Context: an optimization exercise on an open-source flow, tuned for a short achievable clock period and few clock cycles. The choices shown serve that exercise and are no tape-out recipe. In this exercise RTL edits were held to simulation tests only and were not proved equivalent to the original. No activity file was given, so power comes from the tool's default toggle rates.

File: flow/config.mk
export PLATFORM = sky130hd
export DESIGN_NAME = cpu
export DESIGN_NICKNAME = cpu
export VERILOG_FILES = /design/flow/design.v
export SDC_FILE = /design/flow/constraint.sdc
export NUM_CORES = 4
export LEC_CHECK = 0
export ABC_CLOCK_PERIOD_IN_PS = 3000
export CAP_MARGIN = 20
export CORE_MARGIN = 2
export CORE_UTILIZATION = 40
export PLACE_DENSITY = 0.6
export SETUP_SLACK_MARGIN = 2.4
export SLEW_MARGIN = 20
export TNS_END_PERCENT = 10
File: flow/constraint.sdc
create_clock -name core_clock -period 6.0 [get_ports {clk}]
set_input_delay 1.2000 -clock core_clock [delete_from_list [all_inputs] [get_ports {clk}]]
set_output_delay 1.2000 -clock core_clock [all_outputs]
set_load 0.01 [all_outputs]
File: flow/design.v
module cpu(clk,reset,o_mem_addr,o_mem_rd,i_mem_rddata,
		   o_mem_wr,o_mem_wrdata, i_mem_wait,i_mem_rddatavalid);
	input clk;
	input reset;
	input [15:0] i_mem_rddata;
	input i_mem_wait, i_mem_rddatavalid;
	output logic [15:0] o_mem_addr;
	output logic [15:0] o_mem_wrdata;
	output logic o_mem_wr;
	output logic o_mem_rd;
	integer k;
	logic [7:0][15:0] rf;
	logic [15:0] areg;      
	logic mq_v, mq_ld;
	logic [2:0] mq_dst;
	logic [15:0] mq_addr, mq_data;
	logic [1:0] qn;
	logic [2:0] q_ld, q_kill, q_pt;
	logic [2:0][2:0] q_dst;
	logic [2:0][15:0] q_pc, q_pr;
	logic [1:0] ibn;
	logic [2:0] ib_pt, ib_w7, ib_fs;
	logic [2:0][15:0] ib_ins, ib_pc, ib_pcn, ib_tgt, ib_pr;
	logic [7:0] btb_v;
	logic [7:0][15:0] btb_tag;
	logic [7:0][15:0] btb_tgt;
	logic [2:0] btb_ptr;
	logic pv;
	logic [2:0] pd;
	logic [15:0] pa, pb;
	logic pci;
	wire [15:0] psum = pa + pb + {15'd0, pci};
	logic [15:0] fa, fb;
	logic fci;
	wire [15:0] fsum = fa + fb + {15'd0, fci};
	wire fz = &((fa ^ fb) ~^ {fa[14:0] | fb[14:0], fci});
	wire fn = fsum[15];
	logic fok;    
	logic mok;    
	logic [1:0] nfr;  
	logic [7:0] bm;
	logic [15:0] btgt;
	always_comb begin
		btgt = 16'd0;
		for (k = 0; k < 8; k++) begin
			bm[k] = btb_v[k] & (btb_tag[k] == areg);
			btgt = btgt | ({16{bm[k]}} & btb_tgt[k]);
		end
	end
	wire bhit = |bm;
	wire [15:0] aseq = areg + 16'd2;
	wire [15:0] npred = bhit ? btgt : aseq;
	logic [7:0] xm;
	logic [2:0] xi;
	always_comb begin
		xi = btb_ptr;
		for (k = 0; k < 8; k++) begin
			xm[k] = btb_v[k] & (btb_tag[k] == ib_pc[0]);
			if (xm[k]) xi = k[2:0];
		end
	end
	wire xhit = |xm;
	always_comb begin
		o_mem_addr = mq_v ? mq_addr : areg;
		o_mem_wrdata = mq_data;
		o_mem_rd = ~reset & (mq_v ? mq_ld & mok : fok);
		o_mem_wr = ~reset & mq_v & ~mq_ld;
	end
	wire acc = ~i_mem_wait;
	wire issue_m = mq_v & acc & (~mq_ld | mok);
	wire issue_f = ~mq_v & fok & acc;
	wire [15:0] ins = ib_ins[0];
	wire [15:0] pcn = ib_pcn[0];
	wire [4:0] op = ins[4:0];
	wire [2:0] rx = ins[7:5];
	wire [2:0] ry = ins[10:8];
	wire [15:0] ra = (pv && pd == rx) ? psum : rf[rx];
	wire [15:0] rb = (pv && pd == ry) ? psum : rf[ry];
	wire [15:0] imm8s = {{8{ins[15]}}, ins[15:8]};
	wire is_br = op[3];
	wire is_ldst = ~op[3] & ~op[4] & op[2];
	wire is_mvhi = ~op[3] & op[4] & op[2];
	wire is_arith = ~op[3] & ~op[2] & (op[1:0] != 2'b00);
	wire taken = is_br & (op[2] | (op[1:0] == 2'b00) | (op[0] & fz) | (op[1] & fn));
	wire use_rx = ~(op[4] & op[3]);
	wire use_ry = ~op[4] & ~op[3];
	wire use_r7 = op[3] & op[2];
	logic hazard;
	always_comb begin
		hazard = mq_v & (is_ldst | (mq_ld & ((use_rx & mq_dst == rx) | (use_ry & mq_dst == ry) | (use_r7 & mq_dst == 3'd7))));
		for (k = 0; k < 3; k++)
			if (k < qn && q_ld[k] &&
			    ((use_rx && q_dst[k] == rx) || (use_ry && q_dst[k] == ry) || (use_r7 && q_dst[k] == 3'd7)))
				hazard = 1'b1;
	end
	wire go = (ibn != 2'd0) & ~hazard;
	wire [15:0] ex_nk = ~ib_pr[0];
	wire [15:0] ex_s = pa ^ pb ^ ex_nk;
	wire [15:0] ex_t = {((pa & pb) | (pa & ex_nk) | (pb & ex_nk)), pci};
	wire ex_eq = &((ex_s ^ ex_t) ~^ {ex_s[14:0] | ex_t[14:0], 1'b1});
	logic [7:0] eqr;
	always_comb
		for (k = 0; k < 8; k++) eqr[k] = (rf[k] == ib_pr[0]);
	wire eq_ra = (pv && pd == rx) ? ex_eq : eqr[rx];
	wire pt = ib_pt[0];
	wire [15:0] pr = ib_pr[0];
	wire [15:0] tgt = ib_tgt[0];
	wire [15:0] bt = op[4] ? tgt : ra;            
	wire pred_ok = taken ? (pt & (op[4] ? (pr == tgt) : eq_ra)) : ~pt;
	wire redirect = go & ~pred_ok;
	wire [15:0] actual = taken ? bt : pcn;
	wire [15:0] opb = op[4] ? imm8s : rb;
	wire [15:0] opb_x = op[1] ? ~opb : opb;
	wire rv = i_mem_rddatavalid & (qn != 2'd0);
	wire r_raw = rv & ~q_ld[0];
	wire r_ins = r_raw & ~q_kill[0] & ~redirect;
	wire [4:0] r_op = i_mem_rddata[4:0];
	wire [2:0] r_rx = i_mem_rddata[7:5];
	wire r_jdir = r_op[4] & r_op[3] & (r_op[2] | (r_op[1:0] == 2'b00));
	wire r_jr7 = ~r_op[4] & r_op[3] & (r_op[2] | (r_op[1:0] == 2'b00)) & (r_rx == 3'd7);
	wire [15:0] r7v = (pv && pd == 3'd7) ? psum : rf[7];
	logic r7_busy;
	always_comb begin
		r7_busy = mq_v & mq_ld & (mq_dst == 3'd7);
		for (k = 0; k < 3; k++) begin
			if (k < ibn && ib_w7[k]) r7_busy = 1'b1;
			if (k < qn && q_ld[k] && q_dst[k] == 3'd7) r7_busy = 1'b1;
		end
	end
	wire [15:0] d_nk = ~q_pr[0];
	wire [15:0] d_s = pa ^ pb ^ d_nk;
	wire [15:0] d_t = {((pa & pb) | (pa & d_nk) | (pb & d_nk)), pci};
	wire d_eq = &((d_s ^ d_t) ~^ {d_s[14:0] | d_t[14:0], 1'b1});
	wire r7_pred_ok = q_pt[0] & ((pv && pd == 3'd7) ? d_eq : (rf[7] == q_pr[0]));
	logic fl_busy;
	always_comb begin
		fl_busy = 1'b0;
		for (k = 0; k < 3; k++)
			if (k < ibn && ib_fs[k]) fl_busy = 1'b1;
	end
	wire r_cond = r_op[4] & r_op[3] & ~r_op[2] & (r_op[1] ^ r_op[0]);
	wire r_taken = (r_op[0] & fz) | (r_op[1] & fn);
	wire dd_cond = r_cond & ~fl_busy & (r_taken ^ q_pt[0]);
	wire r_fs = ~r_op[3] & ~(~r_op[4] & r_op[2]) & ~(r_op[4] & r_op[2]) & (r_op[1:0] != 2'b00);
	wire dd_dir = r_jdir & ~q_pt[0];
	wire dd_r7 = r_jr7 & ~r7_busy & ~r7_pred_ok;
	wire d_dir = r_ins & dd_dir;
	wire d_r7 = r_ins & dd_r7;
	wire d_cond = r_ins & dd_cond;
	wire d_redirect = d_dir | d_r7 | d_cond;
	wire [15:0] d_tgt = dd_r7 ? r7v : (dd_dir | r_taken) ? r_tgt : r_pcn;
	wire r_w7 = (r_op[3] & r_op[2]) |
	            (~r_op[3] & (r_rx == 3'd7) & (r_op[1:0] != 2'b11 | r_op[2]) & ~(~r_op[4] & r_op[2] & r_op[0]));
	wire [15:0] r_boff = {{4{i_mem_rddata[15]}}, i_mem_rddata[15:5], 1'b0};
	wire [15:0] r_pcn = q_pc[0] + 16'd2;
	wire [15:0] r_tgt = r_pcn + r_boff;
	logic [1:0] qn_t, ibn_t, nfr_t;
	logic mq_v_t, le2;
	always_ff @(posedge clk or posedge reset) begin
		if (reset) begin
			rf <= '0;
			areg <= 16'd0;
			mq_v <= 1'b0;
			fok <= 1'b1;
			mok <= 1'b1;
			nfr <= 2'd0;
			mq_ld <= 1'b0;
			mq_dst <= 3'd0;
			mq_addr <= 16'd0;
			mq_data <= 16'd0;
			qn <= 2'd0;
			q_ld <= '0;
			q_kill <= '0;
			q_pt <= '0;
			q_dst <= '0;
			q_pc <= '0;
			q_pr <= '0;
			ibn <= 2'd0;
			ib_pt <= '0;
			ib_w7 <= '0;
			ib_fs <= '0;
			ib_ins <= '0;
			ib_pc <= '0;
			ib_pcn <= '0;
			ib_tgt <= '0;
			ib_pr <= '0;
			btb_v <= '0;
			btb_ptr <= 3'd0;
			pv <= 1'b0;
			pd <= 3'd0;
			pa <= 16'd0;
			pb <= 16'd0;
			pci <= 1'b0;
			fa <= 16'd1;  
			fb <= 16'd0;
			fci <= 1'b0;
		end else begin
			if (pv) rf[pd] <= psum;
			if (rv & q_ld[0]) rf[q_dst[0]] <= i_mem_rddata;
			pv <= 1'b0;
			qn_t = qn;
			if (rv) begin
				for (k = 0; k < 2; k++) begin
					q_ld[k] <= q_ld[k+1];
					q_kill[k] <= q_kill[k+1];
					q_pt[k] <= q_pt[k+1];
					q_dst[k] <= q_dst[k+1];
					q_pc[k] <= q_pc[k+1];
					q_pr[k] <= q_pr[k+1];
				end
				qn_t = qn - 2'd1;
			end
			if (issue_m & mq_ld) begin
				q_ld[qn_t] <= 1'b1;
				q_dst[qn_t] <= mq_dst;
				qn_t = qn_t + 2'd1;
			end else if (issue_f) begin
				q_ld[qn_t] <= 1'b0;
				q_kill[qn_t] <= 1'b0;
				q_pc[qn_t] <= areg;
				q_pr[qn_t] <= npred;
				q_pt[qn_t] <= bhit;
				qn_t = qn_t + 2'd1;
			end
			qn <= qn_t;
			if (redirect | d_redirect) q_kill <= '1;
			if (issue_m) mq_v <= 1'b0;
			if (issue_f) areg <= npred;
			ibn_t = ibn;
			if (go) begin
				for (k = 0; k < 2; k++) begin
					ib_ins[k] <= ib_ins[k+1];
					ib_pt[k] <= ib_pt[k+1];
					ib_w7[k] <= ib_w7[k+1];
					ib_fs[k] <= ib_fs[k+1];
					ib_pc[k] <= ib_pc[k+1];
					ib_pcn[k] <= ib_pcn[k+1];
					ib_tgt[k] <= ib_tgt[k+1];
					ib_pr[k] <= ib_pr[k+1];
				end
				ibn_t = ibn - 2'd1;
			end
			if (r_raw) begin
				ib_ins[ibn_t] <= i_mem_rddata;
				ib_pc[ibn_t] <= q_pc[0];
				ib_pcn[ibn_t] <= r_pcn;
				ib_tgt[ibn_t] <= r_tgt;
				ib_pr[ibn_t] <= (dd_dir | dd_r7 | dd_cond) ? d_tgt : q_pr[0];
				ib_pt[ibn_t] <= dd_cond ? r_taken : (q_pt[0] | dd_dir | dd_r7);
				ib_fs[ibn_t] <= r_fs;
				ib_w7[ibn_t] <= r_w7;
			end
			if (r_raw & ~q_kill[0]) ibn_t = ibn_t + 2'd1;
			ibn <= redirect ? 2'd0 : ibn_t;
			nfr_t = nfr + {1'b0, issue_f} - {1'b0, r_raw};
			nfr <= nfr_t;
			mq_v_t = (mq_v & ~issue_m) | (go & is_ldst);
			case ({nfr_t, ibn_t})
				4'b00_00, 4'b00_01, 4'b00_10, 4'b01_00, 4'b01_01, 4'b10_00: le2 = 1'b1;
				default: le2 = 1'b0;
			endcase
			fok <= ~mq_v_t & (qn_t != 2'd3) & (redirect ? (nfr_t != 2'd3) : le2);
			mok <= (qn_t != 2'd3);
			if (d_redirect) areg <= d_tgt;
			if (go) begin
				if (redirect) begin
					areg <= actual;
				end
				if (is_br) begin
					if (taken | xhit) begin
						btb_v[xi] <= taken;
						btb_tag[xi] <= ib_pc[0];
						btb_tgt[xi] <= bt;
					end
					if (taken & ~xhit) btb_ptr <= btb_ptr + 3'd1;
				end
				if (is_ldst) begin
					mq_v <= 1'b1;
					mq_ld <= ~op[0];
					mq_dst <= rx;
					mq_addr <= rb;
					mq_data <= ra;
				end
				pd <= rx;
				pb <= 16'd0;
				pci <= 1'b0;
				if (is_br) begin
					pa <= pcn;                      
					pd <= 3'd7;
					pv <= op[2];
				end else if (is_ldst) begin
					pa <= pcn;
				end else if (is_mvhi) begin
					pa <= {ins[15:8], ra[7:0]};
					pv <= 1'b1;
				end else if (!is_arith) begin
					pa <= op[4] ? imm8s : rb;       
					pv <= 1'b1;
				end else begin
					pa <= ra;                       
					pb <= opb_x;
					pci <= op[1];
					pv <= (op[1:0] != 2'b11);
					fa <= ra;
					fb <= opb_x;
					fci <= op[1];
				end
			end
		end
	end
endmodule
File: flow/flow/run.sh
#!/bin/bash
set -euo pipefail
bash standard.sh MATCH_CELL_FOOTPRINT=0 finish > flow_make.log 2>&1
File: flow/standard.sh
#!/bin/bash
# synth_recipe.tcl (not shown) runs the flow's synth.tcl, then flattens the netlist and writes it again
# the make line also repeats each setting of config.mk as NAME=value (left out here)
make -C /OpenROAD-flow-scripts/flow DESIGN_CONFIG=/design/flow/config.mk WORK_HOME=/design/flow/orfs CLKGATE_MAP_FILE= SYNTH_SCRIPT=/design/flow/synth_recipe.tcl "${@:-finish}"
==> flow_metrics.env <==
export IMPL_status="timing/DRC/antenna clean"
export IMPL_initial_core_util_pct=40.4
export IMPL_n_fill_cell=12000
export IMPL_tightestPinTransition_ps=1320
export IMPL_routabilityCongestion=1.07
export IMPL_antenna_found_initial=23
export IMPL_first_global_vias=45800
export IMPL_hold_class="reg2reg"
export IMPL_clk_path_buf_depth=3
export IMPL_dpl_cell_area_um2=57300
export IMPL_grt_max_degree=98
export IMPL_p_leak_nw=26.5
export IMPL_yosys_warnings=1
export IMPL_setup_viol=0
export IMPL_finalCritPeriodShare_pct=67.5
export IMPL_die_y_um=371
export IMPL_grt_util_met1_pct=48.7
export IMPL_cts_buffers=101
export IMPL_use_met3_pct=14.8
export IMPL_grt_overflow_total=0
export IMPL_cp_startpoint="rf[121]"
export IMPL_wirelength_um=258000
export IMPL_rsz0062_at_grt="true"
export IMPL_synth_area_leader_cell="dfrtp_1"
export IMPL_io_buffers=53
export IMPL_use_met2_pct=49.0
export IMPL_drc_errors=0
export IMPL_synth_fp_nets=5433
export IMPL_powerDensity_nw_per_um2=705
export IMPL_worstPathRequired_ps=6640
export IMPL_synth_cell_type_count=88
export IMPL_ys_ff_latch=889
export IMPL_fin_tns_setup_ps=0
export IMPL_dieArea_um2=138000
export IMPL_fp_coreArea_um2=134000
export IMPL_synth_area_leaders="dfrtp_1 29%, edfxtp_1 14%, xnor2_1 6.0%, mux2i_1 5.2%, a22o_1 3.7%"
export IMPL_dr_pass1_iters=10
export IMPL_max_slew_margin_pct=11.7
export IMPL_endpoint_kind="flip-flop"
export IMPL_vias=49900
export IMPL_maxCapViolCount=0
export IMPL_ant_nets=0
export IMPL_area_delta_synth_final_pct=21.7
export IMPL_vias_per_cell=6.78
export IMPL_grt_pass1_wl_um=353000
export IMPL_final_area_um2=65600
export IMPL_syn_area_per_cell_um2=10.3
export IMPL_cts_num_sinks=889
export IMPL_htree_levels=3
export IMPL_synth_edf_count=256
export IMPL_synth_area_um2=53900
export IMPL_synth_yosys_seq_area_share_pct=43.6
export IMPL_drive_gt1_share_pct=22.2
export IMPL_start_kind="flip-flop"
export IMPL_io_pins=54
export IMPL_final_nets=5668
export IMPL_holdBufCountCts=0
export IMPL_place_inst=6913
export IMPL_clkSlewWorstSetupHoldPaths_ps=60
export IMPL_dr_first_iter_drc_count=8364
export IMPL_path_max_fanout=7
export IMPL_peakVddDrop_v=0.000655
export IMPL_cts_tree="built"
export IMPL_synth_top_flop_cell="dfrtp_1"
export IMPL_hold_violations=0
export IMPL_root_buffer="clkbuf_16"
export IMPL_wire_per_inst_um=35.0
export IMPL_fmax_ghz=0.247
export IMPL_synth_top_area_share_pct=29.2
export IMPL_core_rowCount=134
export IMPL_die_w_um=371
export IMPL_arrival_ps=4690
export IMPL_min_from="ib_pcn[39]"
export IMPL_grt_use_total_pct=35.9
export IMPL_synthCells=5255
export IMPL_finalClockSkew_ps=47.5
export IMPL_r2r_start="rf[121]"
export IMPL_layoutNonFillerInstCount=7354
export IMPL_path_class="reg2reg"
export IMPL_hpwl_um=178000
export IMPL_fin_crit_ps=4050
export IMPL_grt_busiest_layer="met2"
export IMPL_slew_viol_final=0
export IMPL_clk_latency_ps=760
export IMPL_async_reset_ff_share_pct=71.2
[per-layer routing]
layer | wire [um] | part of all wire (%)
met5 | 341 | 0.13
met4 | 15400 | 6.0
met3 | 39900 | 15
met2 | 103000 | 40
met1 | 99000 | 38
[cells by family after synthesis]
family,Yosys count,share of synthesized area (%)
adder cells (fa/ha/maj),158,4.14
multiplexers,399,9.02
AND/OR/NAND/NOR,1191,10.9
buffers and inverters,620,4.56
XOR/XNOR,574,9.32
AO/OA/AOI/OAI,1424,18.4
flip-flops,889,43.6
[sequential cells by signal, indices dropped and copies added (netlist names), 48 cells and up]
| name | flops |
|---|---|
| q_pc | 48 |
| btb_tgt | 128 |
| ib_pcn | 48 |
| rf | 128 |
| ib_pr | 48 |
| ib_ins | 48 |
| ib_tgt | 48 |
| ib_pc | 48 |
| q_pr | 48 |
| btb_tag | 128 |
[final timing paths]
kind | depth (start not counted) | slack [ps] | to
hold reg to reg | 2 | 480 | ib_pcn[39]
min in group asynchronous | 2 | 1120 | areg[11]
setup / recovery | 11 | 1950 | ib_pr[8]
setup reg to reg | 11 | 1950 | ib_pr[8]
max in group asynchronous | 4 | 3380 | ib_pc[3]
hold / removal | 2 | 480 | ib_pcn[39]
[cells in the mapped netlist, drive strengths merged (29+ instances only)]
master / n
dfrtp: 630
nand2: 425
xnor2: 372
o21ai: 332
mux2i: 278
clkbuf: 268
o22ai: 267
edfxtp: 256
a22o: 226
xor2: 202
inv: 197
nor2: 174
buf: 151
a22oi: 141
ha: 124
nand3: 118
nand4: 116
a21oi: 103
o2bb2ai: 78
nor4: 74
mux4: 64
nor3: 63
and2: 62
mux2: 57
fa: 34
a211oi: 29
[critical path: stages (launching register included)]
cell and delay [ps]:
dfrtp_1 600, xor2_1 250, nor4_1 310, nand3_1 150, nor4_2 1050, or2_4 350, buf_12 160, buf_6 130
o31ai_2 80, o211ai_1 410, o21ai_2 250, o22ai_1 210
[cell type report]
class                           instances  area, um2  share of cell area [%]
Antenna cell                           18       45.0                  0.0687
Clock buffer                          142       2860                    4.36
Clock inverter                         39        437                   0.666
Inverter                              201        782                    1.19
Multi-Input combinational cell       3753      30300                    46.3
Sequential cell                       889      23700                    36.1
Tap cell                             1768       2210                    3.37
Timing Repair Buffer                  544       5260                    8.02
[stage by stage]
stage | worst slack (ps) | power (mW) | util (%) | hold WS [ps]
6_report | 1950 | 46.3 | 49.1 | 478
5_1_grt | 1950 | 47.4 | 49.1 | 508
4_1_cts | 2100 | 42.7 | 46.8 | 479
3_5_place_dp | 566 | 34.7 | 42.9 | 466
3_3_place_gp | 598 | 34.5 | 42.9 | 460
2_1_floorplan | -3840 | 24.8 | - | 443
[cells in the final DEF (no fill, tap or decap), types with 192 or more instances in the layout]
cell	instances
edfxtp_1	256
o21ai_0	299
buf_4	372
mux2i_1	271
a22o_1	225
xnor2_1	341
xor2_1	192
dfrtp_1	557
o22ai_1	259
nand2_1	408
[where the power goes]
| group | total (mW) | switching (mW) | internal [mW] |
|---|---|---|---|
| sequential | 11.6 | 2.99 | 8.66 |
| combinational | 28.3 | 17.7 | 10.6 |
| clock | 6.37 | 2.82 | 3.55 |
| total | 46.3 | 23.5 | 22.8 |
[what timing repair did]
| item | in CTS | in global routing |
|---|---|---|
| pin swaps | 95 | 110 |
| setup buffers | 76 | 139 |
| endpoints found under the hold margin | 0 | 0 |
| setup endpoints to repair | 1032 | 1005 |
| resized for setup | 289 | 391 |
| cloned | 14 | 11 |
Testbench counts, summed over its fixed seeds: cycles 32,975.

-- static timing again, ports no longer ideal --
In the flow no input, the clock included, has a driving cell. The finished layout below was timed again as built, in two steps.
Step 1 sets driving cells, clkbuf_16 on the clock port and buf_2 on the other inputs (assumed; they add their load-dependent delay and slew).
Step 2 also shifts input and output timing later by t, the mid clock arrival at the registers, as if the neighbouring blocks saw the same clock.
a / b / c = no drivers / after step 1 / after step 2; a / b = the first two.
shift t [ns]: 0.825
setup slack, ns: 1.950 / 1.950 / 1.237
clock arrival spread, ns: 0.048 / 0.048
worst data-port slew with drivers (ns): 0.22
After both steps this run still meets setup and hold. For this run, drivers alone change the setup slack by 0.000 ns; drivers and shift together by -0.713 ns.
